This design comes from an exercise in tuning for small area on the open sky130 flow, not from production work.
In this exercise RTL edits were held to simulation tests only and were not proved equivalent to the original.
No activity file was given, so power comes from the tool's default toggle rates.

north:
## Memory
module Memory #(parameter Depth = 4,
                parameter Data_width = 32)
               ( input  wire clk,
                 input  wire rst,
                 input  wire EN,
                 input  wire wr_en,
                 input  wire rd_en,
                 input  wire [  Depth    - 1 : 0] add,
                 input  wire [Data_width - 1 : 0] Data_in,
                 output reg  valid_out,
                 output wire [Data_width - 1 : 0] Data_out
               );
Size: ~1600 cells after synthesis, about 18000 µm² of cells after synthesis.
==> module Memory, before the edit <==
module Memory #(parameter Depth = 4,
                parameter Data_width = 32)
               ( input  wire clk,
                 input  wire rst,
                 input  wire EN,
                 input  wire wr_en,
                 input  wire rd_en,
                 input  wire [  Depth    - 1 : 0] add,
                 input  wire [Data_width - 1 : 0] Data_in,
                 output reg  valid_out,
                 output wire [Data_width - 1 : 0] Data_out
               );
localparam W = Data_width;
wire do_wr = EN & rd_en & ~wr_en;
wire do_rd = EN & wr_en & ~rd_en;
reg          phase;
reg  [W-1:0] st [0:15];
reg  [15:0]  written;
reg  [W-1:0] dq;
always @(posedge clk or negedge rst)
    if (~rst) phase <= 1'b0;
    else      phase <= ~phase;
wire [W-1:0] col = Data_in ^ {W{phase}};
wire [15:0] nsel;
wire [W-1:0] pr [0:7];
wire [7:0]   pw;
genvar r;
generate
    for (r = 0; r < 16; r = r + 1) begin : row
        wire         we  = do_wr & (add == r);
        wire         nwe = ~we;
        wire [W-1:0] nx;
        assign nsel[r] = ~(~do_wr & (add == r));
        oai22 #(W) u_nx (.a1(st[r]), .a2({W{we}}), .b1(col), .b2({W{nwe}}), .y(nx));
        always @(posedge clk)
            st[r] <= nx;
        wire         wnx;
        or2v #(1) u_wn (.a(written[r]), .b(we), .y(wnx));
        always @(posedge clk or negedge rst)
            if (~rst) written[r] <= 1'b0;
            else      written[r] <= wnx;
    end
    for (r = 0; r < 8; r = r + 1) begin : rp
        oai22 #(W) u_rd (.a1(st[2*r]),   .a2({W{nsel[2*r]}}),
                         .b1(st[2*r+1]), .b2({W{nsel[2*r+1]}}), .y(pr[r]));
        oai22 #(1) u_wr (.a1(written[2*r]),   .a2(nsel[2*r]),
                         .b1(written[2*r+1]), .b2(nsel[2*r+1]), .y(pw[r]));
    end
endgenerate
wire [W-1:0] n0, n1, dnx;
nor4v   #(W) u_n0 (.a(pr[0]), .b(pr[1]), .c(pr[2]), .d(pr[3]), .y(n0));
nor4v   #(W) u_n1 (.a(pr[4]), .b(pr[5]), .c(pr[6]), .d(pr[7]), .y(n1));
oai211v #(W) u_dq (.a1(dq), .a2({W{~do_wr}}), .b(n0), .c(n1), .y(dnx));
always @(posedge clk)
    dq <= dnx;
assign Data_out = dq ^ {W{phase}};
always @(posedge clk)
    if (~do_wr)
        valid_out <= do_rd & ~|pw;
endmodule
==> module or2v, before the edit <==
module or2v #(parameter W = 1)
            (input wire [W-1:0] a, b, output wire [W-1:0] y);
assign y = a | b;
endmodule
export LEC_CHECK = 0
export CAP_MARGIN = 0
export CORE_MARGIN = 2
export CORE_UTILIZATION = 50
export PLACE_DENSITY = 0.8
export SLEW_MARGIN = 0
export SYNTH_HIERARCHICAL = 1
export SYNTH_MINIMUM_KEEP_SIZE = 0
create_clock -name core_clock -period 5.0 [get_ports {clk}]
standard.sh (not shown) runs the stock make flow with config.mk's settings and CLKGATE_MAP_FILE= SYNTH_SCRIPT=/design/flow/synth_recipe.tcl, a recipe that flattens the netlist after the stock synthesis.
==> flow/flow/run.sh <==
#!/bin/bash
# The standard ORFS layout with these changes:
#  - after the standard synthesis, the read-path NOR4 and OAI211 gates that
#    ABC mapped at drive strength 2 are set back to strength 1 (same
#    function; each drives a single gate input),
#  - ports are buffered with the smallest buffer,
#  - clock tree synthesis uses clkbuf_8 leaves and adds no dummy loads.
# The log of each standard.sh call is kept here; each ORFS step's full log
# stays under orfs/logs/.
set -euo pipefail
cd "$(dirname "$0")/.."
export BUFFER_PORTS_ARGS="-buffer_cell sky130_fd_sc_hd__buf_1"
export CTS_ARGS="-sink_clustering_enable -repair_clock_nets -dont_use_dummy_load -sink_clustering_size 18 -sink_clustering_max_diameter 100 -buf_list sky130_fd_sc_hd__clkbuf_8"
bash standard.sh synth > synth.log 2>&1
NET=orfs/results/sky130hd/Memory/base/1_2_yosys.v
cp "$NET" 1_2_yosys.standard.v
sed -i -e 's/sky130_fd_sc_hd__nor4_2 /sky130_fd_sc_hd__nor4_1 /' \
       -e 's/sky130_fd_sc_hd__o211ai_2 /sky130_fd_sc_hd__o211ai_1 /' "$NET"
rm -f orfs/results/sky130hd/Memory/base/1_synth.odb orfs/results/sky130hd/Memory/base/1_synth.sdc
bash standard.sh > layout.log 2>&1
> inputs changed (north -> south)
diff --git a/flow/design.v b/flow/design.v
--- a/flow/design.v
+++ b/flow/design.v
@@ -31,17 +31,15 @@
         wire         nwe = ~we;
         wire [W-1:0] nx;
         assign nsel[r] = ~(~do_wr & (add == r));
         oai22 #(W) u_nx (.a1(st[r]), .a2({W{we}}), .b1(col), .b2({W{nwe}}), .y(nx));
         always @(posedge clk)
             st[r] <= nx;
-        wire         wnx;
-        or2v #(1) u_wn (.a(written[r]), .b(we), .y(wnx));
         always @(posedge clk or negedge rst)
-            if (~rst) written[r] <= 1'b0;
-            else      written[r] <= wnx;
+            if (~rst)    written[r] <= 1'b0;
+            else if (we) written[r] <= 1'b1;
     end
     for (r = 0; r < 8; r = r + 1) begin : rp
         oai22 #(W) u_rd (.a1(st[2*r]),   .a2({W{nsel[2*r]}}),
                          .b1(st[2*r+1]), .b2({W{nsel[2*r+1]}}), .y(pr[r]));
         oai22 #(1) u_wr (.a1(written[2*r]),   .a2(nsel[2*r]),
                          .b1(written[2*r+1]), .b2(nsel[2*r+1]), .y(pw[r]));
@@ -59,16 +57,12 @@
         valid_out <= do_rd & ~|pw;
 endmodule
 module oai22 #(parameter W = 1)
              (input wire [W-1:0] a1, a2, b1, b2, output wire [W-1:0] y);
 assign y = ~((a1 | a2) & (b1 | b2));
 endmodule
-module or2v #(parameter W = 1)
-            (input wire [W-1:0] a, b, output wire [W-1:0] y);
-assign y = a | b;
-endmodule
 module nor4v #(parameter W = 1)
              (input wire [W-1:0] a, b, c, d, output wire [W-1:0] y);
 assign y = ~(a | b | c | d);
 endmodule
 module oai211v #(parameter W = 1)
                (input wire [W-1:0] a1, a2, b, c, output wire [W-1:0] y);
==> run summary <==
Number of clock sinks came out exactly the same in south and north. Combinational logic power on south is up relative to north. north consumes less power than south. north → south: clock network power share went down by 0.2 points, setup slack went up. Topmost layer with routed signal wires: met5 -> north, met4 -> south.

[afterwards: timing with drivers on the ports]
The results above use ideal ports. As a check the final layouts listed here were re-extracted and re-timed, cells and wires unchanged. Step 1 (the two cells are an assumption about what drives the block):
set clk [get_ports {clk}]
set_driving_cell -lib_cell sky130_fd_sc_hd__clkbuf_16 $clk
set_driving_cell -lib_cell sky130_fd_sc_hd__buf_2 [delete_from_list [all_inputs] $clk]
Step 2, shift: input delay + t, output delay - t, t = (earliest + latest rising clock arrival at the registers) / 2. This alone moves slack from input paths to output paths. a / b / c = ideal ports / drivers / drivers and shift; a / b = the first two.
run	t (ns)	setup WS [ns]	hold slack, ns
north	0.621	1.468 / 1.493 / 0.872	0.449 / 0.449 / 0.449
south	0.600	1.562 / 1.513 / 1.304	0.447 / 0.447 / 0.447
After both steps every run listed still meets setup and hold. The setup slack of north, which loses most, moves by +0.025 ns with the drivers and by -0.596 ns with both steps.
